This is an optimization exercise on Yosys and OpenROAD, whose aim is small area, not a production implementation. In this exercise RTL edits were held to simulation tests only and were not proved equivalent to the original. Power and IR drop assume default switching activity. The clock port is modelled as an ideal driver; clocking choices that lean on that would not hold on a real chip.

==> design.v <==
module simple_encrypt(
    input [127:0] plain_data,      
    input [127:0] key,            
    output [127:0] encrypted_data  
);
assign encrypted_data = plain_data ^ key;
endmodule
module simple_decrypt(
    input [127:0] encrypted_data,  
    input [127:0] key,            
    output [127:0] plain_data     
);
assign plain_data = encrypted_data ^ key;
endmodule
`timescale 1ns / 1ps
module simple_fifo_128(
    input              clk,
    input              rst_n,            
    input      [127:0] data_in,
    input              wr_en,
    input              rd_en,
    output             full_o,
    output             emty_o,
    output     [127:0] data_out
);
    reg [2:0] wr_ptr;
    reg [7:0] rd_sel;    
    reg       full_q;
    reg       empty_q;
    assign full_o = full_q;
    assign emty_o = empty_q;
    wire wr_acc = wr_en & ~full_q;
    wire rd_acc = rd_en & ~empty_q;
    wire [2:0] wr_ptr_inc = wr_ptr + 3'd1;
    wire [7:0] rd_next = {rd_sel[6:0], rd_sel[7]};    
    wire [7:0] rd_next2 = {rd_sel[5:0], rd_sel[7:6]};
    always @(posedge clk or negedge rst_n) begin
        if (!rst_n) begin
            wr_ptr  <= 3'd0;
            rd_sel  <= 8'b1000_0000;
            full_q  <= 1'b0;
            empty_q <= 1'b1;
        end else begin
            if (wr_acc) wr_ptr <= wr_ptr_inc;
            if (rd_acc) rd_sel <= rd_next;
            if (wr_acc & ~rd_acc) begin
                empty_q <= 1'b0;
                full_q  <= rd_next[wr_ptr_inc];
            end else if (rd_acc & ~wr_acc) begin
                full_q  <= 1'b0;
                empty_q <= rd_next2[wr_ptr];
            end
        end
    end
    wire [127:0] row_q [0:7];
    genvar i;
    generate
        for (i = 0; i < 8; i = i + 1) begin : g_row
            reg  [127:0] q;
            wire [127:0] q_next;
            wire         we = wr_acc & (wr_ptr == i);
            fifo_hold_mux u_hold (.q(q), .hold(~we), .load(we), .d(data_in), .y(q_next));
            always @(posedge clk) q <= q_next;
            assign row_q[i] = q;
        end
    endgenerate
    wire [127:0] grp0_n, grp1_n, grp2_n;
    fifo_sel3_n u_grp0 (.s0(rd_sel[0]), .s1(rd_sel[1]), .s2(rd_sel[2]),
                        .d0(row_q[0]), .d1(row_q[1]), .d2(row_q[2]), .y_n(grp0_n));
    fifo_sel3_n u_grp1 (.s0(rd_sel[3]), .s1(rd_sel[4]), .s2(rd_sel[5]),
                        .d0(row_q[3]), .d1(row_q[4]), .d2(row_q[5]), .y_n(grp1_n));
    fifo_sel2_n u_grp2 (.s0(rd_sel[6]), .s1(rd_sel[7]),
                        .d0(row_q[6]), .d1(row_q[7]), .y_n(grp2_n));
    assign data_out = ~(grp0_n & grp1_n & grp2_n);
endmodule
module fifo_hold_mux(
    input  [127:0] q,
    input          hold,
    input          load,
    input  [127:0] d,
    output [127:0] y
);
    assign y = (q & {128{hold}}) | (d & {128{load}});
endmodule
module fifo_sel3_n(
    input          s0, s1, s2,
    input  [127:0] d0, d1, d2,
    output [127:0] y_n
);
    assign y_n = ~(({128{s0}} & d0) | ({128{s1}} & d1) | ({128{s2}} & d2));
endmodule
module fifo_sel2_n(
    input          s0, s1,
    input  [127:0] d0, d1,
    output [127:0] y_n
);
    assign y_n = ~(({128{s0}} & d0) | ({128{s1}} & d1));
endmodule
`timescale 1ns/1ps
module beginner_encrypted_fifo (
    input              clk,
    input              rst_n,            
    input      [127:0] secret_key,
    input      [127:0] plain_data_in,
    input              wr_en,
    output             full_o,           
    input              rd_en,
    output     [127:0] plain_data_out,
    output             empty_o           
);
    wire [127:0] encrypted_data;   
    wire [127:0] stored_data;      
    simple_encrypt u_encrypt (
        .plain_data     (plain_data_in),
        .key            (secret_key),
        .encrypted_data (encrypted_data)
    );
    simple_fifo_128 u_fifo (
        .clk      (clk),
        .rst_n    (rst_n),
        .data_in  (encrypted_data),
        .wr_en    (wr_en),           
        .rd_en    (rd_en),           
        .data_out (stored_data),
        .full_o   (full_o),
        .emty_o   (empty_o)
    );
    simple_decrypt u_decrypt (
        .encrypted_data (stored_data),
        .key            (secret_key),
        .plain_data     (plain_data_out)
    );
endmodule
==> flow/run.sh <==
#!/bin/bash
# The standard layout (the standard.sh) with two changes:
#  - the port buffers are buf_1 rather than the resizer's default clkdlybuf4s50_1;
#  - CTS uses clkbuf_16 leaf buffers with larger sink clusters and no dummy loads.
# Every ORFS step writes its own log under orfs/logs/; make's output goes to flow_make.log.
set -euo pipefail
export BUFFER_PORTS_ARGS="-buffer_cell sky130_fd_sc_hd__buf_1"
export CTS_ARGS="-sink_clustering_enable -repair_clock_nets -dont_use_dummy_load -buf_list {sky130_fd_sc_hd__clkbuf_16} -sink_clustering_size 30 -sink_clustering_max_diameter 80"
bash standard.sh finish > flow_make.log 2>&1
==> standard.sh <==
#!/bin/bash
# synth_recipe.tcl (not shown) runs the flow's synth.tcl, then flattens the netlist and writes it again
# the make line also repeats each setting of config.mk as NAME=value (left out here)
make -C /OpenROAD-flow-scripts/flow DESIGN_CONFIG=/design/flow/config.mk WORK_HOME=/design/flow/orfs CLKGATE_MAP_FILE= SYNTH_SCRIPT=/design/flow/synth_recipe.tcl "${@:-finish}"
==> config.mk <==
export PLATFORM = sky130hd
export DESIGN_NAME = beginner_encrypted_fifo
export DESIGN_NICKNAME = beginner_encrypted_fifo
export VERILOG_FILES = /design/flow/design.v
export SDC_FILE = /design/flow/constraint.sdc
export NUM_CORES = 4
export LEC_CHECK = 0
export CAP_MARGIN = 20
export CORE_MARGIN = 2
export CORE_UTILIZATION = 50
export SLEW_MARGIN = 20
export SYNTH_HIERARCHICAL = 1
export SYNTH_MINIMUM_KEEP_SIZE = 0
==> constraint.sdc <==
create_clock -name core_clock -period 5.0 [get_ports {clk}]
set_input_delay 1.0000 -clock core_clock [delete_from_list [all_inputs] [get_ports {clk}]]
set_output_delay 1.0000 -clock core_clock [all_outputs]
set_load 0.01 [all_outputs]
==> flow_summary.yaml, run 1 <==
clock_tree:
  cts_hold_buf: 0
  clock_sinks: 1037
  cts-root-buf: "clkbuf_16"
  tritoncts: "built"
  cts_resized: 0
  cts_max_level: 2
  clk_pin_slew_ns: 0.11
  clockBufferDepth: 3
  cts_buffers: 45
  clk_latency_ns: 0.63
  post-cts-setup-buffer-count: 0
power_and_ir_drop:
  intPower_mw: 17.7
  pwr-share-comb_pct: 27.5
  pwr-share-clk_pct: 16.2
  switchingPower_mw: 7.81
  swShare_pct: 30.6
  vdd.ir_drop.worst_v: 0.000333
  p_per_area_mw_per_mm2: 615
  p_leak_nw: 16.2
  p_seq_share_pct: 56.2
global_routing:
  grt_pass1_vias: 30100
  grt_overflow: 0
  antenna_found_initial: 1
  grt_use_met2_pct: 48.8
  grt_max_degree: 129
  grt_pass1_wl_um: 188000
  top_usage_layer: "met2"
  use_met1_pct: 39.1
  grt_use_met3_pct: 3.65
  grt_usage_pct: 29.1
sta:
  setup_slack_ns: 0.875
  tns_ns: 0
  tightest_slew_ns: 1.20
  rsz0062_at_grt: "false"
  fin_crit_ns: 4.12
  slew_headroom_pct: 19.7
  setup_violations: 0
  fmax_mhz: 242
  post-route-period-util_pct: 82.5
  hold_viol: 0
  fin_worst_skew_ns: 0.0435
  finalMaxSlewViolations: 0
  holdWs_ns: 0.400
routing:
  drt_pass1_iterations: 10
  vias: 30400
  remaining_drc_errors: 0
  drtIter0Drc: 4076
  viasPerCell: 6.86
  wirelength_um: 127000
  postRouteAntennaNets: 0
  detail_route.wl_per_cell_um: 28.7
yosys:
  syn-cell-area_mm2: 0.0405
  netlist.area_leader.share_pct: 50.7
  synth_fp_nets: 3492
  yosysSeqAreaShare_pct: 51.5
  ys_types: 33
  synth_area_per_cell_um2: 12.5
  synthCells: 3225
  yosysWarnings: 7
  ys_ff_latch: 1037
  synth.top_cells.by_area: "dfxtp_1, a22o_1, buf_6"
  synth_top_cell_by_area: "dfxtp_1"
die:
  start_util_pct: 50.4
  dieArea_mm2: 0.0832
  die_h_um: 288
  dieWidth_um: 288
  io_pins: 390
  core_area_mm2: 0.0803
  rows: 104
setup_path:
  crit_path_max_fanout: 70
  cp_data_arrival_time_ns: 3.12
  endpoint_kind: "output port"
  cp_data_required_time_ns: 4.00
  critPathLaunchType: "flip-flop"
  critPathKind: "reg -> out"
place:
  preCtsSetupSlack_ns: 1.54
  port-buffer-count: 389
  hpwl_um: 64400
  gp_congestion: 0.758
outcome:
  status: "no timing/DRC/antenna violations"
cells_and_area:
  final_nets: 3640
  drive_gt1_share_pct: 5.13
  multi_input_area_mm2: 0.0161
  area_growth_pct: 2.72
  ff_latch_area_mm2: 0.0209
  n_fill_cell: 6970
min_path:
  hold_class: "in -> async"
flow_run:
  cap_violations: 0
==> sequential cells by signal (all words and copies together), names as in the netlist <==
register        flops
u_fifo.empty_q      1
u_fifo.g_row.q   1024
u_fifo.wr_ptr       3
u_fifo.rd_sel       8
u_fifo.full_q       1
==> through the flow <==
step | util (%) | cell area, µm² | power (mW) | std cells
4_1_cts | 51.8 | 41600 | 25.4 | 4431
2_1_floorplan | - | 40500 | 19.9 | 3225
6_report | 51.8 | 41600 | 25.6 | 4432
3_3_place_gp | 50.4 | 40400 | 20.9 | 4386
5_1_grt | 51.8 | 41600 | 26.7 | 4432
3_5_place_dp | 50.4 | 40400 | 21.4 | 4386
==> path summary, 6_finish.rpt <==
path	to	depth (start not counted)	startpoint	slack (ns)
max in group asynchronous	u_fifo.rd_sel[1]	1	rst_n	4.00
min in group core_clock	u_fifo.g_row[5].q[102]	1	u_fifo.g_row[5].q[102]	0.49
hold / removal	u_fifo.full_q	1	rst_n	0.40
hold reg to reg	u_fifo.g_row[5].q[102]	1	u_fifo.g_row[5].q[102]	0.49
setup reg to reg	u_fifo.g_row[4].q[118]	6	u_fifo.wr_ptr[0]	2.20
setup / recovery	plain_data_out[16]	5	u_fifo.rd_sel[4]	0.88
==> routing by layer <==
layer  routed length [µm]  share of wire [%]
met1                54000                 42
met2                60400                 47
met3                 9850                7.7
met4                 3120                2.4
met5                    0                  0
==> worst max-delay path, cell delays in order (launching register included) <==
cell and delay, ns:
dfrtp_4 1.22, buf_12 0.47, a222oi_1 0.17, nand3_1 0.24
xor2_1 0.17, buf_1 0.17
==> area by class of cell <==
class | count | area share [%]
Clock buffer | 45 | 2.71
Inverter | 11 | 0.148
Timing Repair Buffer | 440 | 5.10
Sequential cell | 1037 | 50.2
Multi-Input combinational cell | 1838 | 38.7
Antenna cell | 1 | 0.00602
Tap cell | 1060 | 3.19
==> per-module statistics from Yosys (local to each module, per instance), excerpt <==
| module | times used | area (µm²) |
|---|---|---|
| fifo_sel3_n | 2 | 1670 |
| fifo_hold_mux | 8 | 1440 |
| simple_fifo_128 | 1 | 21900 |
| simple_encrypt | 1 | 1120 |
| fifo_sel2_n | 1 | 1430 |
| simple_decrypt | 1 | 1120 |
==> cell usage in the layout (no fill, tap or decap), types with 2 or more instances in the layout <==
| cell | instances |
|---|---|
| dfrtp_1 | 4 |
| nand2b_1 | 2 |
| nand3_4 | 3 |
| nand2_1 | 2 |
| a222oi_1 | 256 |
| a22o_1 | 1024 |
| clkbuf_16 | 45 |
| mux2_2 | 8 |
| buf_12 | 22 |
| mux2i_1 | 4 |
| and3_4 | 3 |
| xor2_1 | 256 |
| buf_1 | 389 |
| nand2_4 | 2 |
| dfrtp_4 | 7 |
| buf_4 | 29 |
| inv_1 | 3 |
| a22oi_2 | 42 |
| a22oi_1 | 86 |
| nand3_1 | 129 |
| ha_1 | 7 |
| nor2_1 | 2 |
| inv_4 | 8 |
| dfxtp_1 | 1024 |
==> power by group through the flow <==
stage          Combinational, mW  Clock [mW]  Sequential [mW]
6_report                    7.04        4.15             14.4
5_1_grt                     7.48        4.50             14.7
4_1_cts                     6.95        4.21             14.3
3_5_place_dp                6.95           0             14.4
3_3_place_gp                6.68           0             14.2
2_1_floorplan               6.01           0             13.8
==> Yosys cell counts <==
master	instances
mux4_1	1
dfxtp_1	1024
dfstp_2	2
a22o_1	1024
a311oi_1	1
nor2b_1	1
nand2_1	4
a222oi_1	256
clkbuf_1	2
dfrtp_1	11
a22oi_1	86
a22oi_2	42
a21oi_1	1
buf_4	11
ha_1	7
or2_0	1
nor2_1	2
a32o_1	1
o21ai_0	1
nand2b_1	2
mux2_2	8
and3_2	1
xor2_1	256
buf_2	37
and3_1	4
xnor2_1	1
buf_8	16
o41ai_1	1
mux4_2	1
mux2i_1	4
inv_1	11
nand3_1	132
buf_6	273
==> kinds of logic (layout without fill, tap and decap cells) <==
kind of cell / after synthesis / count (layout) / synth area share [%]
compound gates: 1413 / 1413 / 31.5
xor+xnor: 257 / 257 / 5.56
fa+ha+maj: 7 / 7 / 0.216
buf+inv: 350 / 496 / 8.98
flops: 1037 / 1037 / 51.5
mux: 14 / 14 / 0.442
other cells: 0 / 1 / 0
simple gates: 147 / 147 / 1.83
==> inputs of run 2 (changes only) <==
--- a/design.v
+++ b/design.v
@@ -22,5 +22,6 @@
     output             full_o,
     output             emty_o,
-    output     [127:0] data_out
+    output     [127:0] data_out,
+    output             phase_o
 );
     reg [2:0] wr_ptr;
@@ -28,6 +29,8 @@
     reg       full_q;
     reg       empty_q;
-    assign full_o = full_q;
-    assign emty_o = empty_q;
+    reg       phase;
+    assign full_o  = full_q;
+    assign emty_o  = empty_q;
+    assign phase_o = phase;
     wire wr_acc = wr_en & ~full_q;
     wire rd_acc = rd_en & ~empty_q;
@@ -41,5 +44,7 @@
             full_q  <= 1'b0;
             empty_q <= 1'b1;
+            phase   <= 1'b0;
         end else begin
+            phase <= ~phase;
             if (wr_acc) wr_ptr <= wr_ptr_inc;
             if (rd_acc) rd_sel <= rd_next;
@@ -60,5 +65,5 @@
             wire [127:0] q_next;
             wire         we = wr_acc & (wr_ptr == i);
-            fifo_hold_mux u_hold (.q(q), .hold(~we), .load(we), .d(data_in), .y(q_next));
+            fifo_flip_load u_next (.q(q), .load(we), .hold(~we), .d(data_in), .y(q_next));
             always @(posedge clk) q <= q_next;
             assign row_q[i] = q;
@@ -74,12 +79,12 @@
     assign data_out = ~(grp0_n & grp1_n & grp2_n);
 endmodule
-module fifo_hold_mux(
+module fifo_flip_load(
     input  [127:0] q,
+    input          load,
     input          hold,
-    input          load,
     input  [127:0] d,
     output [127:0] y
 );
-    assign y = (q & {128{hold}}) | (d & {128{load}});
+    assign y = ~((q | {128{load}}) & (d | {128{hold}}));
 endmodule
 module fifo_sel3_n(
@@ -109,9 +114,11 @@
     output             empty_o           
 );
+    wire         phase;
+    wire [127:0] key_ph = secret_key ^ {128{phase}};
     wire [127:0] encrypted_data;   
     wire [127:0] stored_data;      
     simple_encrypt u_encrypt (
         .plain_data     (plain_data_in),
-        .key            (secret_key),
+        .key            (key_ph),
         .encrypted_data (encrypted_data)
     );
@@ -124,9 +131,10 @@
         .data_out (stored_data),
         .full_o   (full_o),
-        .emty_o   (empty_o)
+        .emty_o   (empty_o),
+        .phase_o  (phase)
     );
     simple_decrypt u_decrypt (
         .encrypted_data (stored_data),
-        .key            (secret_key),
+        .key            (key_ph),
         .plain_data     (plain_data_out)
     );
==> flow_summary.yaml, run 2 <==
clock_tree:
  cts-root-buf: "clkbuf_16"
  clock_sinks: 1038
  clk_latency_ns: 0.63
  cts_max_level: 2
  clk_pin_slew_ns: 0.11
  cts_resized: 0
  post-cts-setup-buffer-count: 0
  cts_buffers: 42
  cts_hold_buf: 0
  tritoncts: "built"
  clockBufferDepth: 3
place:
  port-buffer-count: 389
  gp_congestion: 0.795
  dpl-instance-area_mm2: 0.0390
  preCtsSetupSlack_ns: 1.10
  placedCellCount: 4500
  hpwl_um: 67100
yosys:
  synthArstFlopShare_pct: 1.35
  synth_edf_count: 0
  netlist.area_leader.share_pct: 52.9
  ys_ff_latch: 1038
  syn-cell-area_mm2: 0.0388
  synth_fp_nets: 3636
  synthTopCellsByCount: "dfxtp_1, o22ai_1, xor2_1, a222oi_1, buf_6"
  synth.top_cells.by_area: "dfxtp_1, o22ai_1, xor2_1"
  synthCells: 3369
  synth_flop_cell: "dfxtp_1"
  ys_types: 33
  synth_top_cell_by_area: "dfxtp_1"
  synth_area_per_cell_um2: 11.5
  yosysSeqAreaShare_pct: 53.8
  yosysWarnings: 7
sta:
  holdWs_ns: 0.413
  tightest_slew_ns: 1.17
  setup_violations: 0
  tns_ns: 0
  fin_crit_ns: 4.17
  fin_worst_skew_ns: 0.0708
  finalMaxSlewViolations: 0
  hold_viol: 0
  fmax_mhz: 240
  slew_headroom_pct: 21.9
  post-route-period-util_pct: 83.4
  setup_slack_ns: 0.830
  rsz0062_at_grt: "false"
die:
  start_util_pct: 50.3
  dieArea_mm2: 0.0798
  die_h_um: 282
  dieWidth_um: 282
  io_pins: 390
  rows: 102
  core_area_mm2: 0.0771
cells_and_area:
  finalNonFillerCells: 4543
  final_nets: 3772
  final_area_mm2: 0.0401
  reg_top3: "u_fifo.g_row.q (1024), u_fifo.rd_sel (8), u_fifo.wr_ptr (3)"
  antennaDiodeCount: 0
  utilization_pct: 52.0
  largest_reg_flops: 1024
  final_cell_mix: "o22ai_1, dfxtp_1, buf_1"
  drive_gt1_share_pct: 5.00
  area_growth_pct: 3.30
  top_register: "u_fifo.g_row.q"
outcome:
  status: "no timing/DRC/antenna violations"
routing:
  drt_pass1_iterations: 6
  wirelength_um: 124000
  remaining_drc_errors: 0
  postRouteAntennaNets: 0
  drtIter0Drc: 4448
  vias: 31400
  detail_route.wl_per_cell_um: 27.3
  viasPerCell: 6.91
global_routing:
  grt_pass1_vias: 30800
  grt_overflow: 0
  antenna_found_initial: 1
  grt_pass1_wl_um: 185000
  grt_usage_pct: 29.5
  grt_max_degree: 129
setup_path:
  path_cells: "buf_4, a222oi_1, nand3_1, xor2_1, buf_1"
  cpLargestDelayFamily: "flip-flops"
  crit_path_max_fanout: 60
  endpoint_kind: "output port"
  crit_path_max_incr_delay_ns: 1.15
  cp_data_required_time_ns: 4.00
  critPathKind: "reg -> out"
  cp_data_arrival_time_ns: 3.17
  cpMaxStageDelayCell: "dfrtp_4"
  critPathLaunchType: "flip-flop"
  path_buf_inv: 2
min_path:
  hold_class: "in -> async"
power_and_ir_drop:
  power.total_mw: 25.3
  vdd.ir_drop.worst_v: 0.000327
  p_per_area_mw_per_mm2: 631
  p_leak_nw: 14.4
flow_run:
  cap_violations: 0
==> run 2: cell types whose count changed in the layout (fill, tap and decap cells not counted), sizes merged, moves of 2 or more <==
cell     delta
nor2b       +3
buf         +5
a2111oi     +2
a22o     -1024
o22ai    +1024
clkbuf      -3
mux2i       -2
and3        -2
xor2      +128
==> run 2: worst reg2reg max path: stages (launching register included) <==
cell and delay, ns:
dfrtp_1 0.50, nor2b_1 0.32, buf_4 0.33, nand3_4 0.48, inv_4 1.03, buf_4 0.51, o22ai_1 0.14
==> run 2: cell families after synthesis <==
group           count (synthesis)  synth area share, %
compound gates               1415                 26.3
flops                        1038                 53.8
xor+xnor                      385                 8.70
buf+inv                       365                 8.68
simple gates                  147                 1.91
mux                            12                0.410
fa+ha+maj                       7                0.226
==> run 2: per-module statistics from Yosys (local to each module, per instance) <==
| module | cells | cell area [µm²] |
|---|---|---|
| beginner_encrypted_fifo | 142 | 1390 |
| fifo_sel2_n | 156 | 1430 |
| fifo_flip_load | 156 | 1050 |
| simple_decrypt | 128 | 1120 |
| simple_fifo_128 | 1227 | 22000 |
| simple_encrypt | 128 | 1120 |
| fifo_sel3_n | 170 | 1670 |
==> run 2: path summary, 6_finish.rpt <==
path / from / end / slack, ns / depth (start not counted)
max in group asynchronous: rst_n / u_fifo.rd_sel[6] / 3.99 / 1
min reg2reg: u_fifo.g_row[4].q[28] / u_fifo.g_row[4].q[28] / 0.45 / 1
max reg2reg: u_fifo.full_q / u_fifo.g_row[4].q[35] / 1.52 / 6
min: rst_n / u_fifo.rd_sel[2] / 0.41 / 1
min in group core_clock: u_fifo.g_row[4].q[28] / u_fifo.g_row[4].q[28] / 0.45 / 1
max: u_fifo.rd_sel[2] / plain_data_out[15] / 0.83 / 5
==> run 2: cell type report <==
class                      count  area, µm²
timing repair buffer         445       2130
inverter                      12       65.1
multi-input combinational   1966      14600
tap                         1040       1300
sequential                  1038      20900
clock buffer                  42       1050
fill                        6863      37000
==> run 2: where the power goes <==
group	leakage [nW]	internal, mW	switching (mW)
Sequential	8.82	12.9	2.47
Clock	0.518	1.52	2.46
Combinational	5.07	2.67	3.29
==> run 2: metal layers <==
| metal | track usage [%] | vias to the layer above | part of all wire, % |
|---|---|---|---|
| met5 | 0 | - | 0.0081 |
| met4 | 10.4 | 2 | 2.8 |
| met3 | 3.97 | 250 | 8.7 |
| met2 | 48.8 | 1790 | 47 |
| met1 | 39.5 | 15700 | 41 |
| li1 | - | 13700 | - |
==> inputs of run 3 (changes only) <==
--- a/design.v
+++ b/design.v
@@ -26,5 +26,5 @@
 );
     reg [2:0] wr_ptr;
-    reg [7:0] rd_sel;    
+    reg [7:0] rd_sel_n;  
     reg       full_q;
     reg       empty_q;
@@ -36,4 +36,5 @@
     wire rd_acc = rd_en & ~empty_q;
     wire [2:0] wr_ptr_inc = wr_ptr + 3'd1;
+    wire [7:0] rd_sel = ~rd_sel_n;
     wire [7:0] rd_next = {rd_sel[6:0], rd_sel[7]};    
     wire [7:0] rd_next2 = {rd_sel[5:0], rd_sel[7:6]};
@@ -41,5 +42,5 @@
         if (!rst_n) begin
             wr_ptr  <= 3'd0;
-            rd_sel  <= 8'b1000_0000;
+            rd_sel_n <= 8'b0111_1111;
             full_q  <= 1'b0;
             empty_q <= 1'b1;
@@ -48,5 +49,5 @@
             phase <= ~phase;
             if (wr_acc) wr_ptr <= wr_ptr_inc;
-            if (rd_acc) rd_sel <= rd_next;
+            if (rd_acc) rd_sel_n <= ~rd_next;
             if (wr_acc & ~rd_acc) begin
                 empty_q <= 1'b0;
@@ -70,12 +71,12 @@
         end
     endgenerate
-    wire [127:0] grp0_n, grp1_n, grp2_n;
-    fifo_sel3_n u_grp0 (.s0(rd_sel[0]), .s1(rd_sel[1]), .s2(rd_sel[2]),
-                        .d0(row_q[0]), .d1(row_q[1]), .d2(row_q[2]), .y_n(grp0_n));
-    fifo_sel3_n u_grp1 (.s0(rd_sel[3]), .s1(rd_sel[4]), .s2(rd_sel[5]),
-                        .d0(row_q[3]), .d1(row_q[4]), .d2(row_q[5]), .y_n(grp1_n));
-    fifo_sel2_n u_grp2 (.s0(rd_sel[6]), .s1(rd_sel[7]),
-                        .d0(row_q[6]), .d1(row_q[7]), .y_n(grp2_n));
-    assign data_out = ~(grp0_n & grp1_n & grp2_n);
+    wire [127:0] pair_z [0:3];
+    generate
+        for (i = 0; i < 4; i = i + 1) begin : g_pair
+            fifo_pick2_n u_pick (.ns0(rd_sel_n[2*i]), .ns1(rd_sel_n[2*i+1]),
+                                 .d0(row_q[2*i]), .d1(row_q[2*i+1]), .z(pair_z[i]));
+        end
+    endgenerate
+    assign data_out = ~(pair_z[0] | pair_z[1] | pair_z[2] | pair_z[3]);
 endmodule
 module fifo_flip_load(
@@ -88,17 +89,10 @@
     assign y = ~((q | {128{load}}) & (d | {128{hold}}));
 endmodule
-module fifo_sel3_n(
-    input          s0, s1, s2,
-    input  [127:0] d0, d1, d2,
-    output [127:0] y_n
+module fifo_pick2_n(
+    input          ns0, ns1,
+    input  [127:0] d0, d1,
+    output [127:0] z
 );
-    assign y_n = ~(({128{s0}} & d0) | ({128{s1}} & d1) | ({128{s2}} & d2));
-endmodule
-module fifo_sel2_n(
-    input          s0, s1,
-    input  [127:0] d0, d1,
-    output [127:0] y_n
-);
-    assign y_n = ~(({128{s0}} & d0) | ({128{s1}} & d1));
+    assign z = ~((d0 | {128{ns0}}) & (d1 | {128{ns1}}));
 endmodule
 `timescale 1ns/1ps
==> flow_summary.yaml, run 3 <==
yosys:
  synth_top_cell_by_area: "dfxtp_1"
  yosysWarnings: 7
  synthCells: 3502
  synth_fp_nets: 3769
  synth.most_common_cell: "o22ai_1"
  netlist.area_leader.share_pct: 53.4
  yosysSeqAreaShare_pct: 54.3
  synth_edf_count: 0
  synthArstFlopShare_pct: 1.35
  synthTopCellsByCount: "o22ai_1, dfxtp_1, xor2_1, buf_6, buf_4"
  synth_flop_cell: "dfxtp_1"
  synth.top_cells.by_area: "dfxtp_1, o22ai_1, xor2_1"
  ys_ff_latch: 1038
  synth_area_per_cell_um2: 11.0
  syn-cell-area_mm2: 0.0384
  ys_types: 29
setup_path:
  cp_data_required_time_ns: 4.00
  r2r_cells: 6
  rrSetupSlack_ns: 1.91
  critPathLaunchType: "flip-flop"
  crit_path_max_fanout: 39
  critPathKind: "reg -> out"
  endpoint_kind: "output port"
  cp_data_arrival_time_ns: 3.42
die:
  dieWidth_um: 281
  rows: 101
  core_area_mm2: 0.0759
  dieArea_mm2: 0.0791
  die_h_um: 281
  io_pins: 390
  start_util_pct: 50.6
cells_and_area:
  n_fill_cell: 6952
  antennaDiodeCount: 0
  top_register: "u_fifo.g_row.q"
  final_cell_mix: "o22ai_1, dfxtp_1, buf_1"
  drive_gt1_share_pct: 3.90
  final_nets: 3913
  final_common_cell: "o22ai_1"
  area_growth_pct: 3.70
  reg_top3: "u_fifo.g_row.q (1024), u_fifo.rd_sel_n (8), u_fifo.wr_ptr (3)"
  largest_reg_flops: 1024
outcome:
  status: "no timing/DRC/antenna violations"
routing:
  viasPerCell: 6.65
  postRouteAntennaNets: 0
  detail_route.wl_per_cell_um: 25.6
  drt_pass1_iterations: 5
  drtIter0Drc: 2822
  remaining_drc_errors: 0
  vias: 31100
  wirelength_um: 120000
power_and_ir_drop:
  p_per_area_mw_per_mm2: 653
  pwr-share-comb_pct: 26.3
  vdd.ir_drop.worst_v: 0.000260
  power.total_mw: 26.0
  p_seq_share_pct: 58.0
  swShare_pct: 31.8
  intPower_mw: 17.8
  switchingPower_mw: 8.27
  pwr-share-clk_pct: 15.7
  p_leak_nw: 13.6
clock_tree:
  cts_buffers: 44
  cts_hold_buf: 0
  clk_pin_slew_ns: 0.11
  tritoncts: "built"
  clockBufferDepth: 3
  post-cts-setup-buffer-count: 0
  clk_latency_ns: 0.62
  cts_resized: 0
  clock_sinks: 1038
  cts_max_level: 2
  cts-root-buf: "clkbuf_16"
flow_run:
  cap_violations: 0
global_routing:
  antenna_found_initial: 0
  grt_pass1_wl_um: 178000
  grt_usage_pct: 28.9
  grt_max_degree: 129
  grt_overflow: 0
  grt_pass1_vias: 29400
sta:
  fin_worst_skew_ns: 0.0497
  fin_crit_ns: 4.42
  tns_ns: 0
  slew_headroom_pct: 19.6
  rsz0062_at_grt: "false"
  tightest_slew_ns: 1.21
  post-route-period-util_pct: 88.4
  finalMaxSlewViolations: 0
  setup_violations: 0
  fmax_mhz: 226
  hold_viol: 0
place:
  gp_congestion: 0.757
  hpwl_um: 62700
  port-buffer-count: 389
min_path:
  min_path_cells: 1
  hold_class: "reg -> reg"
[run 3: changes by cell type in the layout (fill, tap and decap cells not counted), sizes merged, moves of 4 or more]
| cell | change |
|---|---|
| o22ai | +512 |
| a222oi | -256 |
| a22oi | -128 |
| nor4 | +128 |
| nand3 | -127 |
| buf | +6 |
| dfrtp | -6 |
| dfstp | +6 |
| nand2 | +4 |
[run 3: layout make-up]
type / instances / area, µm² / share of cell area [%]
Sequential cell: 1038 / 20900 / 52.4
Multi-Input combinational cell: 2099 / 14300 / 35.8
Timing Repair Buffer: 451 / 2200 / 5.52
Tap cell: 1030 / 1290 / 3.23
Clock buffer: 44 / 1100 / 2.76
Inverter: 12 / 85.1 / 0.214
[run 3: worst paths after layout]
path | start | endpoint
min in group asynchronous | rst_n | u_fifo.phase
worst min register to register | u_fifo.g_row[1].q[60] | u_fifo.g_row[1].q[60]
max in group asynchronous | rst_n | u_fifo.rd_sel_n[7]
worst min-delay path | u_fifo.g_row[1].q[60] | u_fifo.g_row[1].q[60]
worst max register to register | u_fifo.full_q | u_fifo.g_row[4].q[70]
worst max-delay path | u_fifo.rd_sel_n[3] | plain_data_out[40]
[run 3: cell families after synthesis]
group,share of synthesized area (%)
AOI/OAI and AO/OA,25.1
xor gates and xnor gates,8.78
adders and majority gates,0.228
buffers and inverters,8.74
DFF,54.3
muxes,0.414
and+or+nand+nor,2.43
[run 3: routing by layer]
layer	track usage, %	share of wire [%]	vias up	wire length (µm)
met5	0	0	-	0
met1	40.3	44	15500	52800
met3	3.82	7.4	204	8890
met4	8.35	2.4	0	2850
li1	-	-	14000	-
met2	46.7	46	1387	55200
[run 3: worst max-delay path: stages, from the launching register on]
cell,delay [ns]
dfstp_4,1.04
buf_4,0.37
buf_4,0.23
o22ai_1,0.09
nor4_1,0.68
xor2_1,0.19
buf_1,0.17
[run 3: Yosys stat by module (local to each module, per instance)]
module / cells inside / flops+latches / copies in the design
beginner_encrypted_fifo: 142 / 0 / 1
fifo_pick2_n: 156 / 0 / 4
simple_fifo_128: 1232 / 1038 / 1
simple_decrypt: 128 / 0 / 1
simple_encrypt: 128 / 0 / 1
fifo_flip_load: 156 / 0 / 8
[run 3: metrics by stage]
stage / instances / hold WS [ns] / setup WS [ns] / cell area (µm²) / util, %
6_report: 4674 / 0.446 / 0.579 / 39800 / 52.5
5_1_grt: 4674 / 0.457 / 0.450 / 39800 / 52.5
3_3_place_gp: 4630 / 0.430 / 1.37 / 38700 / 51.0
4_1_cts: 4674 / 0.447 / 0.673 / 39800 / 52.5
2_1_floorplan: 3502 / 0.422 / 2.48 / 38400 / -
3_5_place_dp: 4630 / 0.437 / 1.36 / 38700 / 51.0
[run 3: power groups by stage]
| stage | registers, mW | clock network (mW) | logic [mW] |
|---|---|---|---|
| floorplan | 14.6 | 0 | 5.55 |
| global placement | 15.1 | 0 | 6.49 |
| global route | 15.6 | 4.42 | 7.42 |
| finish | 15.1 | 4.09 | 6.85 |
| CTS | 15.0 | 4.15 | 6.71 |
| detailed placement | 15.2 | 0 | 6.74 |
==> inputs of run 4 (changes only) <==
--- a/design.v
+++ b/design.v
@@ -26,5 +26,5 @@
 );
     reg [2:0] wr_ptr;
-    reg [7:0] rd_sel_n;  
+    reg [2:0] rd_ptr;
     reg       full_q;
     reg       empty_q;
@@ -36,11 +36,9 @@
     wire rd_acc = rd_en & ~empty_q;
     wire [2:0] wr_ptr_inc = wr_ptr + 3'd1;
-    wire [7:0] rd_sel = ~rd_sel_n;
-    wire [7:0] rd_next = {rd_sel[6:0], rd_sel[7]};    
-    wire [7:0] rd_next2 = {rd_sel[5:0], rd_sel[7:6]};
+    wire [2:0] rd_ptr_inc = rd_ptr + 3'd1;
     always @(posedge clk or negedge rst_n) begin
         if (!rst_n) begin
             wr_ptr  <= 3'd0;
-            rd_sel_n <= 8'b0111_1111;
+            rd_ptr  <= 3'd0;
             full_q  <= 1'b0;
             empty_q <= 1'b1;
@@ -49,16 +47,22 @@
             phase <= ~phase;
             if (wr_acc) wr_ptr <= wr_ptr_inc;
-            if (rd_acc) rd_sel_n <= ~rd_next;
+            if (rd_acc) rd_ptr <= rd_ptr_inc;
             if (wr_acc & ~rd_acc) begin
                 empty_q <= 1'b0;
-                full_q  <= rd_next[wr_ptr_inc];
+                full_q  <= (wr_ptr_inc == rd_ptr);
             end else if (rd_acc & ~wr_acc) begin
                 full_q  <= 1'b0;
-                empty_q <= rd_next2[wr_ptr];
+                empty_q <= (rd_ptr_inc == wr_ptr);
             end
         end
     end
+    wire [7:0] rd_sel_n;
+    genvar i;
+    generate
+        for (i = 0; i < 8; i = i + 1) begin : g_sel
+            assign rd_sel_n[i] = ~(rd_ptr == ((i + 1) % 8));
+        end
+    endgenerate
     wire [127:0] row_q [0:7];
-    genvar i;
     generate
         for (i = 0; i < 8; i = i + 1) begin : g_row
--- a/config.mk
+++ b/config.mk
@@ -8,5 +8,5 @@
 export CAP_MARGIN = 20
 export CORE_MARGIN = 2
-export CORE_UTILIZATION = 50
+export CORE_UTILIZATION = 65
 export SLEW_MARGIN = 20
 export SYNTH_HIERARCHICAL = 1
==> flow_summary.yaml, run 4 <==
routing:
  drtIter0Drc: 3951
  detail_route.wl_per_cell_um: 27.4
  wirelength_um: 121000
  drt_pass1_iterations: 8
  viasPerCell: 7.30
  remaining_drc_errors: 0
  vias: 32300
  postRouteAntennaNets: 0
setup_path:
  path_cells: "inv_1, ha_1, inv_4, buf_4, o22ai_1, nor4_1, xor2_1, buf_1"
  r2r_cells: 6
  cp_data_required_time_ns: 4.00
  critPathLaunchType: "flip-flop"
  rrSetupSlack_ns: 1.69
  critPathKind: "reg -> out"
  r2r_start: "u_fifo.full_q"
  startpoint: "u_fifo.rd_ptr[2]"
  crit_path_max_incr_delay_ns: 0.79
  r2r-end: "u_fifo.g_row[5].q[23]"
  endpoint_kind: "output port"
  cpMaxStageDelayCell: "nor4_1"
  cp_data_arrival_time_ns: 3.76
  crit_path_max_fanout: 20
  crit_path_end: "plain_data_out[29]"
yosys:
  synth_area_per_cell_um2: 10.9
  yosysSeqAreaShare_pct: 54.2
  synthCells: 3498
  synthTopCellsByCount: "o22ai_1, dfxtp_1, xor2_1, buf_6, buf_4"
  yosysWarnings: 7
  synth.most_common_cell: "o22ai_1"
  synth.top_cells.by_area: "dfxtp_1, o22ai_1, xor2_1"
  synth_edf_count: 0
  netlist.area_leader.share_pct: 53.6
  ys_types: 23
  ys_ff_latch: 1033
  synth_top_cell_by_area: "dfxtp_1"
  synth_flop_cell: "dfxtp_1"
  syn-cell-area_mm2: 0.0382
  synth_fp_nets: 3771
  synthArstFlopShare_pct: 0.871
global_routing:
  grt_pass1_wl_um: 180000
  grt_overflow: 0
  grt_pass1_vias: 31400
  grt_usage_pct: 38.0
  antenna_found_initial: 1
  grt_max_degree: 129
cells_and_area:
  antennaDiodeCount: 0
  reg_top3: "u_fifo.g_row.q (1024), u_fifo.rd_ptr (3), u_fifo.wr_ptr (3)"
  finalNonFillerCells: 4417
  final_nets: 3927
  final_cell_mix: "o22ai_1, dfxtp_1, buf_1"
  final_common_cell: "o22ai_1"
  final_area_mm2: 0.0395
  drive_gt1_share_pct: 3.97
  largest_reg_flops: 1024
  top_register: "u_fifo.g_row.q"
  n_fill_cell: 4407
  area_growth_pct: 3.21
clock_tree:
  cts_max_level: 2
  clock_sinks: 1033
  clk_pin_slew_ns: 0.11
  cts_buffers: 42
  tritoncts: "built"
  post-cts-setup-buffer-count: 0
  clk_latency_ns: 0.63
  cts-root-buf: "clkbuf_16"
  clockBufferDepth: 3
  cts_resized: 0
  cts_hold_buf: 0
sta:
  tns_ns: 0
  fin_worst_skew_ns: 0.0571
  slew_headroom_pct: 22.5
  finalMaxSlewViolations: 0
  hold_viol: 0
  post-route-period-util_pct: 95.1
  tightest_slew_ns: 1.16
  setup_slack_ns: 0.244
  setup_violations: 0
  fin_crit_ns: 4.76
  rsz0062_at_grt: "false"
  fmax_mhz: 210
place:
  port-buffer-count: 389
  gp_congestion: 0.821
  dpl-instance-area_mm2: 0.0384
  placedCellCount: 4375
  hpwl_um: 66000
  preCtsSetupSlack_ns: 1.01
die:
  rows: 88
  dieArea_mm2: 0.0608
  io_pins: 390
  die_h_um: 247
  start_util_pct: 66.0
  dieWidth_um: 247
  core_area_mm2: 0.0579
power_and_ir_drop:
  p_leak_nw: 14.0
  vdd.ir_drop.worst_v: 0.00100
  power.total_mw: 33.1
  p_per_area_mw_per_mm2: 840
min_path:
  hold_class: "in -> async"
outcome:
  status: "no timing/DRC/antenna violations"
flow_run:
  cap_violations: 0
-- run 4: how the worst min path moves through the flow --
stage	from	end	slack [ns]	depth (start not counted)
after floorplan	u_fifo.g_row[1].q[126]	u_fifo.g_row[1].q[126]	0.42	1
after global placement	u_fifo.g_row[1].q[90]	u_fifo.g_row[1].q[90]	0.43	1
after detailed placement	u_fifo.g_row[1].q[37]	u_fifo.g_row[1].q[37]	0.44	1
after CTS	rst_n	u_fifo.rd_ptr[2]	0.38	1
after global routing	rst_n	u_fifo.full_q	0.41	1
final	rst_n	u_fifo.rd_ptr[1]	0.38	1
-- run 4: worst max-delay path: cells and delay by family, from the launching register on --
kind	cells	cell delay, ns
AO/OA/AOI/OAI	1	0.15
buffers and inverters	4	1.06
adder cells (fa/ha/maj)	1	0.29
XOR/XNOR	1	0.19
AND/OR/NAND/NOR	1	0.79
flip-flops	1	0.61
-- run 4: power breakdown --
group | total (mW) | switching (mW) | internal [mW]
Combinational | 13.9 | 8.45 | 5.43
Clock | 3.99 | 2.47 | 1.52
Sequential | 15.3 | 2.43 | 12.8
-- run 4: final cells by class --
type / count / area, µm² / share of cell area, %
clock buffers: 42 / 1050 / 2.66
inverters: 18 / 92.6 / 0.235
multi-input cells: 2096 / 14300 / 36.1
flip-flops and latches: 1033 / 20700 / 52.5
well taps: 765 / 957 / 2.42
repair buffers: 463 / 2380 / 6.03
-- run 4: layer usage --
metal  global-route usage, %  routed length, µm
met2                    61.9              56800
met5                       0                 13
met3                    6.30              12500
met1                    50.9              48500
met4                    13.8               3380
-- run 4: per-stage QoR --
stage | util [%] | hold slack [ns]
after floorplan | - | 0.422
after global placement | 66.3 | 0.430
after detailed placement | 66.3 | 0.437
after CTS | 68.2 | 0.379
after global routing | 68.2 | 0.411
final | 68.2 | 0.376
-- run 4: kinds of logic after synthesis --
group           count (synthesis)  share of synthesized area (%)
compound gates               1541                           25.2
simple gates                  150                           2.38
mux                             1                         0.0294
fa+ha+maj                      13                          0.425
flops                        1033                           54.2
xor+xnor                      391                           8.95
buf+inv                       369                           8.81
-- run 4: modules after synthesis (local to each module, per instance) --
module | cells inside | flops+latches | area (µm²)
simple_fifo_128 | 1228 | 1033 | 22000
beginner_encrypted_fifo | 142 | 0 | 1390
fifo_flip_load | 156 | 0 | 1050
fifo_pick2_n | 156 | 0 | 1050
simple_decrypt | 128 | 0 | 1120
simple_encrypt | 128 | 0 | 1120
==> inputs of run 5 (changes only) <==
--- a/design.v
+++ b/design.v
@@ -26,5 +26,5 @@
 );
     reg [2:0] wr_ptr;
-    reg [2:0] rd_ptr;
+    reg [7:0] rd_sel_n;  
     reg       full_q;
     reg       empty_q;
@@ -36,9 +36,11 @@
     wire rd_acc = rd_en & ~empty_q;
     wire [2:0] wr_ptr_inc = wr_ptr + 3'd1;
-    wire [2:0] rd_ptr_inc = rd_ptr + 3'd1;
+    wire [7:0] rd_sel = ~rd_sel_n;
+    wire [7:0] rd_next = {rd_sel[6:0], rd_sel[7]};    
+    wire [7:0] rd_next2 = {rd_sel[5:0], rd_sel[7:6]};
     always @(posedge clk or negedge rst_n) begin
         if (!rst_n) begin
             wr_ptr  <= 3'd0;
-            rd_ptr  <= 3'd0;
+            rd_sel_n <= 8'b0111_1111;
             full_q  <= 1'b0;
             empty_q <= 1'b1;
@@ -47,22 +49,16 @@
             phase <= ~phase;
             if (wr_acc) wr_ptr <= wr_ptr_inc;
-            if (rd_acc) rd_ptr <= rd_ptr_inc;
+            if (rd_acc) rd_sel_n <= ~rd_next;
             if (wr_acc & ~rd_acc) begin
                 empty_q <= 1'b0;
-                full_q  <= (wr_ptr_inc == rd_ptr);
+                full_q  <= rd_next[wr_ptr_inc];
             end else if (rd_acc & ~wr_acc) begin
                 full_q  <= 1'b0;
-                empty_q <= (rd_ptr_inc == wr_ptr);
+                empty_q <= rd_next2[wr_ptr];
             end
         end
     end
-    wire [7:0] rd_sel_n;
+    wire [127:0] row_q [0:7];
     genvar i;
-    generate
-        for (i = 0; i < 8; i = i + 1) begin : g_sel
-            assign rd_sel_n[i] = ~(rd_ptr == ((i + 1) % 8));
-        end
-    endgenerate
-    wire [127:0] row_q [0:7];
     generate
         for (i = 0; i < 8; i = i + 1) begin : g_row
==> flow/run.sh (replaced) <==
#!/bin/bash
# The standard layout (standard.sh) with these changes:
#  - the port buffers are buf_1 rather than the resizer's default clkdlybuf4s50_1;
#  - after global placement, rebuf.tcl replaces the resizer's buffer trees on
#    the high-fanout nets (row write controls, read selects, phase) with one
#    buf_8 per net; the later steps' repair_design still fixes any violation;
#  - CTS uses clkbuf_16 leaf buffers with larger sink clusters and no dummy loads.
# Every ORFS step writes its own log under orfs/logs/; make's and the rebuffer
# step's output go to flow_*.log here.
set -euo pipefail
export BUFFER_PORTS_ARGS="-buffer_cell sky130_fd_sc_hd__buf_1"
export CTS_ARGS="-sink_clustering_enable -repair_clock_nets -dont_use_dummy_load -buf_list {sky130_fd_sc_hd__clkbuf_16} -sink_clustering_size 30 -sink_clustering_max_diameter 80"
R="$PWD/orfs/results/$FLOW_PLATFORM/beginner_encrypted_fifo/base"
bash standard.sh "$R/3_3_place_gp.odb" > flow_place.log 2>&1
cp "$R/3_3_place_gp.odb" "$R/3_3_place_gp_orig.odb"
IN_ODB="$R/3_3_place_gp_orig.odb" OUT_ODB="$R/3_3_place_gp.odb" SDC="$R/2_floorplan.sdc" \
  LIB="$FLOW_HOME/platforms/$FLOW_PLATFORM/lib/sky130_fd_sc_hd__tt_025C_1v80.lib" \
  PLATFORM_DIR="$FLOW_HOME/platforms/$FLOW_PLATFORM" BUF=sky130_fd_sc_hd__buf_8 MINFAN=20 \
  openroad -no_init -exit flow/rebuf.tcl > flow_rebuf.log 2>&1
bash standard.sh finish > flow_finish.log 2>&1
==> flow/rebuf.tcl (new file) <==
# Rebuffer the design's high-fanout signal nets after global placement: remove
# the buffers the resizer put inside the design (port buffers stay), give each
# net's driver its smallest size, and drive each net of MINFAN or more loads
# through one buffer placed at the centroid of its loads.
# env: IN_ODB OUT_ODB SDC LIB PLATFORM_DIR BUF MINFAN
read_liberty $::env(LIB)
read_db $::env(IN_ODB)
read_sdc $::env(SDC)
source $::env(PLATFORM_DIR)/setRC.tcl
set block [ord::get_db_block]
set buf $::env(BUF)
set minfan $::env(MINFAN)

set rm {}
foreach inst [$block getInsts] {
  set n [$inst getName]
  if {[string match "place*" $n] || [string match "rebuffer*" $n] || [string match "split*" $n] || [string match "wire*" $n]} {
    lappend rm $n
  }
}
puts "removing [llength $rm] buffers"
if {[llength $rm]} { remove_buffers {*}$rm }

set k 0
foreach net [$block getNets] {
  if {[$net getSigType] ne "SIGNAL"} continue
  set nm [$net getName]
  if {$nm eq "clk" || [string match "clknet*" $nm]} continue
  if {[llength [$net getBTerms]]} continue
  set loads {}
  set drv ""
  foreach it [$net getITerms] {
    if {[$it isOutputSignal]} { set drv $it } elseif {[$it isInputSignal]} { lappend loads $it }
  }
  if {$drv eq "" || [llength $loads] < $minfan} continue
  set sx 0; set sy 0
  foreach it $loads {
    set bb [[$it getInst] getBBox]
    set sx [expr {$sx + ([$bb xMin] + [$bb xMax]) / 2}]
    set sy [expr {$sy + ([$bb yMin] + [$bb yMax]) / 2}]
  }
  set dbu [$block getDbUnitsPerMicron]
  set cx [expr {double($sx) / [llength $loads] / $dbu}]
  set cy [expr {double($sy) / [llength $loads] / $dbu}]
  set dinst [$drv getInst]
  set dm [[$dinst getMaster] getName]
  set base [string range $dm 0 [string last "_" $dm]]
  set best ""; set besta 1e18
  foreach sfx {0 1 2 4} {
    set m [[ord::get_db] findMaster ${base}${sfx}]
    if {$m eq "NULL"} continue
    if {[llength [get_lib_cells -quiet */${base}${sfx}]] == 0} continue
    set a [expr {[$m getWidth] * [$m getHeight]}]
    if {$a < $besta} { set besta $a; set best ${base}${sfx} }
  }
  if {$best ne "" && $best ne $dm} {
    replace_cell [get_cells [$dinst getName]] [get_lib_cells */$best]
    puts "resize [$dinst getName] $dm -> $best"
  }
  insert_buffer -buffer_cell $buf -net [get_nets $nm] -location [list $cx $cy] -buffer_name "rb_$k"
  puts "net $nm: [llength $loads] loads, driver [$dinst getName], buffer rb_$k at $cx $cy"
  incr k
}
estimate_parasitics -placement
report_check_types -max_slew -max_capacitance -violators
report_worst_slack -max
write_db $::env(OUT_ODB)
==> flow_summary.yaml, run 5 <==
setup_path:
  critPathKind: "reg -> out"
  cp_data_arrival_time_ns: 3.66
  crit_path_max_fanout: 132
  cp_data_required_time_ns: 4.00
  endpoint_kind: "output port"
  critPathLaunchType: "flip-flop"
sta:
  fin_worst_skew_ns: 0.0392
  finalMaxSlewViolations: 0
  setup_violations: 0
  rsz0062_at_grt: "false"
  holdWs_ns: 0.449
  fmax_mhz: 215
  setup_slack_ns: 0.340
  hold_viol: 0
  tightest_slew_ns: 1.22
  post-route-period-util_pct: 93.2
  fin_crit_ns: 4.66
  tns_ns: 0
  slew_headroom_pct: 18.8
yosys:
  synthTopCellsByCount: "o22ai_1, dfxtp_1, xor2_1, buf_6, buf_4"
  syn-cell-area_mm2: 0.0384
  synth_area_per_cell_um2: 11.0
  ys_ff_latch: 1038
  synth_flop_cell: "dfxtp_1"
  ys_types: 29
  yosysSeqAreaShare_pct: 54.3
  synthCells: 3502
  synth.most_common_cell: "o22ai_1"
  synth_top_cell_by_area: "dfxtp_1"
  synth_fp_nets: 3769
  yosysWarnings: 7
  synth.top_cells.by_area: "dfxtp_1, o22ai_1, xor2_1"
  synth_edf_count: 0
  netlist.area_leader.share_pct: 53.4
  synthArstFlopShare_pct: 1.35
routing:
  viasPerCell: 7.24
  detail_route.wl_per_cell_um: 26.1
  vias: 31700
  drtIter0Drc: 3315
  postRouteAntennaNets: 0
  drt_pass1_iterations: 8
  remaining_drc_errors: 0
  wirelength_um: 114000
global_routing:
  grt_overflow: 0
  grt_max_degree: 133
  grt_usage_pct: 35.6
  grt_pass1_wl_um: 172000
  grt_pass1_vias: 30200
  antenna_found_initial: 2
power_and_ir_drop:
  pwr-share-comb_pct: 26.4
  vdd.ir_drop.worst_v: 0.000480
  swShare_pct: 32.0
  p_seq_share_pct: 58.5
  p_per_area_mw_per_mm2: 665
  p_leak_nw: 13.4
  intPower_mw: 17.6
  power.total_mw: 25.9
  switchingPower_mw: 8.30
  pwr-share-clk_pct: 15.1
cells_and_area:
  utilization_pct: 66.4
  final_common_cell: "o22ai_1"
  final_nets: 3874
  reg_top3: "u_fifo.g_row.q (1024), u_fifo.rd_sel_n (8), u_fifo.wr_ptr (3)"
  top_register: "u_fifo.g_row.q"
  area_growth_pct: 1.44
  final_cell_mix: "o22ai_1, dfxtp_1, buf_1"
  finalNonFillerCells: 4378
  antennaDiodeCount: 0
  largest_reg_flops: 1024
  final_area_mm2: 0.0390
  drive_gt1_share_pct: 2.19
clock_tree:
  clk_latency_ns: 0.63
  cts-root-buf: "clkbuf_16"
  clk_pin_slew_ns: 0.11
  cts_max_level: 2
  cts_hold_buf: 0
  cts_resized: 0
  tritoncts: "built"
  cts_buffers: 41
  post-cts-setup-buffer-count: 0
  clockBufferDepth: 3
  clock_sinks: 1038
place:
  gp_congestion: 0.815
  port-buffer-count: 389
  dpl-instance-area_mm2: 0.0379
  hpwl_um: 53600
  placedCellCount: 4337
  preCtsSetupSlack_ns: 0.978
die:
  io_pins: 390
  die_h_um: 247
  core_area_mm2: 0.0587
  dieArea_mm2: 0.0611
  dieWidth_um: 247
  rows: 89
  start_util_pct: 65.5
min_path:
  hold_class: "reg -> reg"
flow_run:
  cap_violations: 0
outcome:
  status: "no timing/DRC/antenna violations"
-- run 5: changes by cell type after synthesis, moves of 3 or more --
| cell | previous run | this run |
|---|---|---|
| o21ai_0 | 4 | 1 |
| nand2_1 | 12 | 8 |
| inv_1 | 18 | 12 |
| mux2_2 | 1 | 8 |
| xnor2_1 | 5 | 1 |
| dfstp_2 | 1 | 8 |
| ha_1 | 13 | 7 |
-- run 5: routing by layer --
| metal | global-route usage [%] | share of wire, % | vias up |
|---|---|---|---|
| met5 | 0 | 0.031 | - |
| met4 | 13.2 | 3.1 | 4 |
| met3 | 5.84 | 9.9 | 267 |
| met2 | 57.6 | 47 | 1912 |
| met1 | 47.9 | 40 | 15600 |
| li1 | - | - | 13900 |
-- run 5: per-module statistics from Yosys, one instance, submodules excluded --
module | times used | cells | cell area (µm²)
simple_fifo_128 | 1 | 1232 | 22200
beginner_encrypted_fifo | 1 | 142 | 1390
simple_decrypt | 1 | 128 | 1120
simple_encrypt | 1 | 128 | 1120
fifo_flip_load | 8 | 156 | 1050
fifo_pick2_n | 4 | 156 | 1050
-- run 5: path summary, 6_finish.rpt --
| path | start | to | slack (ns) | cells past startpoint |
|---|---|---|---|---|
| min in group asynchronous | rst_n | u_fifo.wr_ptr[2] | 0.51 | 1 |
| worst min-delay path | u_fifo.g_row[7].q[20] | u_fifo.g_row[7].q[20] | 0.45 | 1 |
| worst max register to register | u_fifo.full_q | u_fifo.g_row[2].q[101] | 1.37 | 6 |
| worst min register to register | u_fifo.g_row[7].q[20] | u_fifo.g_row[7].q[20] | 0.45 | 1 |
| max in group asynchronous | rst_n | u_fifo.full_q | 3.88 | 1 |
| worst max-delay path | u_fifo.rd_sel_n[0] | plain_data_out[88] | 0.34 | 5 |
-- run 5: layout make-up --
| cell class | instances | area (µm²) |
|---|---|---|
| Clock buffer | 41 | 1030 |
| Fill cell | 4583 | 19700 |
| Inverter | 12 | 45.0 |
| Multi-Input combinational cell | 2099 | 14200 |
| Sequential cell | 1038 | 20900 |
| Tap cell | 773 | 967 |
| Timing Repair Buffer | 415 | 1860 |
-- run 5: worst max-delay path, cell delays in order, from the launching register on --
cell	delay, ns
dfstp_1	0.58
buf_8	0.89
o22ai_1	0.20
nor4_1	0.98
xor2_1	0.19
buf_1	0.16
-- run 5: cells by family (layout without fill, tap and decap cells) --
kind of cell             after synthesis  after routing  synth area share, %
buffers and inverters                365            468                 8.74
adder cells (fa/ha/maj)                7              7                0.228
AO/OA/AOI/OAI                       1541           1541                 25.1
multiplexers                          12             12                0.414
XOR/XNOR                             385            385                 8.78
AND/OR/NAND/NOR                      154            154                 2.43
flip-flops                          1038           1038                 54.3
-- run 5: power groups by stage --
stage,logic [mW],clock network [mW],registers (mW)
2_1_floorplan,5.55,0,14.6
3_3_place_gp,6.42,0,15.0
3_5_place_dp,6.67,0,15.2
4_1_cts,6.67,3.95,15.1
5_1_grt,7.37,4.21,15.6
6_report,6.85,3.92,15.2
==> inputs of run 6 (changes only) <==
--- a/design.v
+++ b/design.v
@@ -25,6 +25,6 @@
     output             phase_o
 );
-    reg [2:0] wr_ptr;
-    reg [7:0] rd_sel_n;  
+    reg [3:0] wr_j;      
+    reg [3:0] rd_j;      
     reg       full_q;
     reg       empty_q;
@@ -35,12 +35,11 @@
     wire wr_acc = wr_en & ~full_q;
     wire rd_acc = rd_en & ~empty_q;
-    wire [2:0] wr_ptr_inc = wr_ptr + 3'd1;
-    wire [7:0] rd_sel = ~rd_sel_n;
-    wire [7:0] rd_next = {rd_sel[6:0], rd_sel[7]};    
-    wire [7:0] rd_next2 = {rd_sel[5:0], rd_sel[7:6]};
+    wire [3:0] wr_j_inc  = {wr_j[2:0], ~wr_j[3]};
+    wire [3:0] rd_j_inc  = {rd_j[2:0], ~rd_j[3]};
+    wire [3:0] rd_j_inc2 = {rd_j[1:0], ~rd_j[3:2]};
     always @(posedge clk or negedge rst_n) begin
         if (!rst_n) begin
-            wr_ptr  <= 3'd0;
-            rd_sel_n <= 8'b0111_1111;
+            wr_j    <= 4'b0000;
+            rd_j    <= 4'b1000;    
             full_q  <= 1'b0;
             empty_q <= 1'b1;
@@ -48,15 +47,19 @@
         end else begin
             phase <= ~phase;
-            if (wr_acc) wr_ptr <= wr_ptr_inc;
-            if (rd_acc) rd_sel_n <= ~rd_next;
+            if (wr_acc) wr_j <= wr_j_inc;
+            if (rd_acc) rd_j <= rd_j_inc;
             if (wr_acc & ~rd_acc) begin
                 empty_q <= 1'b0;
-                full_q  <= rd_next[wr_ptr_inc];
+                full_q  <= (wr_j == rd_j);          
             end else if (rd_acc & ~wr_acc) begin
                 full_q  <= 1'b0;
-                empty_q <= rd_next2[wr_ptr];
+                empty_q <= (rd_j_inc2 == wr_j);     
             end
         end
     end
+    wire [7:0] wr_dec = { wr_j[3] & ~wr_j[2], wr_j[2] & ~wr_j[1], wr_j[1] & ~wr_j[0], wr_j[3] & wr_j[0],
+                          wr_j[2] & ~wr_j[3], wr_j[1] & ~wr_j[2], wr_j[0] & ~wr_j[1], ~wr_j[3] & ~wr_j[0] };
+    wire [7:0] rd_sel_n = ~{ rd_j[3] & ~rd_j[2], rd_j[2] & ~rd_j[1], rd_j[1] & ~rd_j[0], rd_j[3] & rd_j[0],
+                             rd_j[2] & ~rd_j[3], rd_j[1] & ~rd_j[2], rd_j[0] & ~rd_j[1], ~rd_j[3] & ~rd_j[0] };
     wire [127:0] row_q [0:7];
     genvar i;
@@ -65,5 +68,5 @@
             reg  [127:0] q;
             wire [127:0] q_next;
-            wire         we = wr_acc & (wr_ptr == i);
+            wire         we = wr_acc & wr_dec[i];
             fifo_flip_load u_next (.q(q), .load(we), .hold(~we), .d(data_in), .y(q_next));
             always @(posedge clk) q <= q_next;
==> flow_summary.yaml, run 6 <==
clock_tree:
  cts-root-buf: "clkbuf_16"
  cts_resized: 0
  clock_sinks: 1035
  clk_latency_ns: 0.63
  cts_max_level: 2
  tritoncts: "built"
  post-cts-setup-buffer-count: 0
  clk_pin_slew_ns: 0.11
  clockBufferDepth: 3
  cts_hold_buf: 0
  cts_buffers: 41
sta:
  tns_ns: 0
  slew_headroom_pct: 18.6
  fmax_mhz: 207
  setup_slack_ns: 0.172
  rsz0062_at_grt: "false"
  fin_worst_skew_ns: 0.0500
  post-route-period-util_pct: 96.6
  setup_violations: 0
  fin_crit_ns: 4.83
  finalMaxSlewViolations: 0
  hold_viol: 0
  tightest_slew_ns: 1.22
setup_path:
  path_buf_inv: 2
  critPathKind: "reg -> out"
  endpoint_kind: "output port"
  crit_path_max_fanout: 128
  rrSetupSlack_ns: 1.62
  cpLargestDelayFamily: "buffers and inverters"
  crit_path_max_incr_delay_ns: 0.94
  critPathLaunchType: "flip-flop"
  cp_data_required_time_ns: 4.00
  cpMaxStageDelayCell: "buf_8"
  cp_data_arrival_time_ns: 3.83
  path_cells: "nand2b_1, buf_8, o22ai_1, nor4_1, xor2_1, buf_1"
yosys:
  synth_edf_count: 0
  synth.top_cells.by_area: "dfxtp_1, o22ai_1, xor2_1"
  synthTopCellsByCount: "o22ai_1, dfxtp_1, xor2_1, buf_6, buf_4"
  synth.most_common_cell: "o22ai_1"
  yosys.area_share.simple_pct: 2.62
  synth_compound_area_share_pct: 25.2
  synthXorXnorAreaFrac_pct: 8.98
  synth_top_family_by_area: "compound AO/OA/AOI/OAI gates"
  synth_fp_nets: 3765
  synth_flop_cell: "dfxtp_1"
  synthArstFlopShare_pct: 1.06
  synth_top_cell_by_area: "dfxtp_1"
  synthMuxAreaShare_pct: 0.0883
  synth_area_per_cell_um2: 10.9
  yosysSeqAreaShare_pct: 54.3
  syn-cell-area_mm2: 0.0383
  ys_types: 27
  netlist.area_leader.share_pct: 53.6
  synthAdderAreaFrac_pct: 0.0327
  synthCells: 3504
  yosysWarnings: 7
  ys_ff_latch: 1035
die:
  core_area_mm2: 0.0579
  rows: 88
  dieWidth_um: 247
  io_pins: 390
  dieArea_mm2: 0.0608
  start_util_pct: 66.0
  die_h_um: 247
power_and_ir_drop:
  p_leak_nw: 13.6
  vdd.ir_drop.worst_v: 0.00123
  p_per_area_mw_per_mm2: 857
  power.total_mw: 33.2
cells_and_area:
  top_register: "u_fifo.g_row.q"
  reg_top3: "u_fifo.g_row.q (1024), u_fifo.rd_j (4), u_fifo.wr_j (4)"
  largest_reg_flops: 1024
  final_common_cell: "o22ai_1"
  n_fill_cell: 4598
  final_nets: 3864
  antennaDiodeCount: 0
  final_cell_mix: "o22ai_1, dfxtp_1, buf_1"
  finalNonFillerCells: 4366
  area_growth_pct: 1.36
  drive_gt1_share_pct: 2.05
routing:
  remaining_drc_errors: 0
  detail_route.wl_per_cell_um: 26.9
  vias: 31900
  viasPerCell: 7.31
  postRouteAntennaNets: 0
  drt_pass1_iterations: 8
  wirelength_um: 117000
  drtIter0Drc: 3732
outcome:
  status: "no timing/DRC/antenna violations"
min_path:
  hold_class: "in -> async"
flow_run:
  cap_violations: 0
place:
  port-buffer-count: 389
  preCtsSetupSlack_ns: 0.752
  gp_congestion: 0.837
  hpwl_um: 56000
  placedCellCount: 4325
global_routing:
  grt_pass1_vias: 30800
  grt_pass1_wl_um: 176000
  grt_overflow: 0
  grt_max_degree: 130
  antenna_found_initial: 0
  grt_usage_pct: 36.7
[run 6: changes by cell type after synthesis, sizes merged, moves of 5 or more]
cell / before / now
ha: 7 / 1
clkbuf: 0 / 7
nand2b: 2 / 8
nand2: 8 / 18
inv: 12 / 4
xnor2: 1 / 7
and3: 5 / 0
mux2: 8 / 3
dfstp: 8 / 2
[run 6: final cells by class]
type / instances / area, µm² / share of cell area [%]
inverters: 4 / 15.0 / 0.0387
repair buffers: 415 / 1870 / 4.82
flip-flops and latches: 1035 / 20800 / 53.6
multi-input cells: 2106 / 14100 / 36.4
well taps: 765 / 957 / 2.47
clock buffers: 41 / 1030 / 2.65
[run 6: kinds of logic after synthesis]
kind of cell    Yosys count
simple gates            170
compound gates         1540
xor+xnor                392
mux                       3
flops                  1035
buf+inv                 363
fa+ha+maj                 1
[run 6: power by group]
group          internal, mW  total (mW)  switching (mW)
clock network          1.49        3.92            2.43
logic                  5.28        14.0            8.76
registers              12.8        15.3            2.41
total                  19.6        33.2            13.6
[run 6: worst register-to-register path, stage by stage, from the launching register on]
cell and delay [ns]:
dfrtp_1 0.40, nand2b_1 0.29, or3_1 0.51, buf_8 0.51
inv_1 0.34, buf_8 0.91, o22ai_1 0.29
[run 6: metrics by stage]
step           hold slack [ns]  utilization [%]  cell area, µm²
2_1_floorplan            0.422                -           38300
3_3_place_gp             0.430             66.3           38400
3_5_place_dp             0.437             65.2           37700
4_1_cts                  0.344             66.9           38800
5_1_grt                  0.388             66.9           38800
6_report                 0.360             66.9           38800
[run 6: metal layers]
layer	vias up	global-route usage, %	part of all wire (%)
met4	0	15.3	3.7
li1	13900	-	-
met3	294	6.73	10
met2	2045	59.4	46
met1	15700	48.3	40
met5	-	0	0
[run 6: Yosys stat by module, one instance, submodules excluded]
module | flip-flops and latches | cells | copies in the design | cell area, µm²
beginner_encrypted_fifo | 0 | 142 | 1 | 1390
fifo_flip_load | 0 | 156 | 8 | 1050
fifo_pick2_n | 0 | 156 | 4 | 1050
simple_decrypt | 0 | 128 | 1 | 1120
simple_encrypt | 0 | 128 | 1 | 1120
simple_fifo_128 | 1035 | 1234 | 1 | 22000
[run 6: worst paths after layout]
kind                                       start                     to  cells past startpoint
max                               u_fifo.rd_j[1]    plain_data_out[126]                      6
min                                        rst_n         u_fifo.rd_j[2]                      1
max reg2reg                        u_fifo.full_q  u_fifo.g_row[0].q[84]                      6
min reg2reg                u_fifo.g_row[6].q[59]  u_fifo.g_row[6].q[59]                      1
max in group asynchronous                  rst_n         u_fifo.wr_j[3]                      1
min in group core_clock    u_fifo.g_row[6].q[59]  u_fifo.g_row[6].q[59]                      1

-- afterwards: timing with drivers on the ports --
In the flow no input, the clock included, has a driving cell. The finished layouts below were timed again as built, in two steps. Step 1 (the two cells are an assumption about what drives the block):
set clk [get_ports {clk}]
set_driving_cell -lib_cell sky130_fd_sc_hd__clkbuf_16 $clk
set_driving_cell -lib_cell sky130_fd_sc_hd__buf_2 [delete_from_list [all_inputs] $clk]
Step 2, shift: input delay + t, output delay - t, t = (earliest + latest rising clock arrival at the registers) / 2. This alone moves slack from input paths to output paths. Three values: ideal ports, drivers, drivers and shift; two values: the first two.
run	shift t [ns]	setup slack, ns	latest minus earliest clock arrival (ns)	pins driven straight from the clock port
run 1	0.688	0.875 / 0.802 / 1.490	0.065 / 0.066	1
run 2	0.669	0.830 / 0.756 / 0.970	0.078 / 0.078	1
run 3	0.670	0.579 / 0.510 / 1.180	0.068 / 0.068	1
run 4	0.673	0.244 / 0.179 / 0.852	0.062 / 0.062	1
run 5	0.674	0.340 / 0.274 / 0.719	0.041 / 0.041	1
run 6	0.663	0.172 / 0.109 / 0.772	0.050 / 0.050	1
After both steps setup and hold are still met in every run listed.
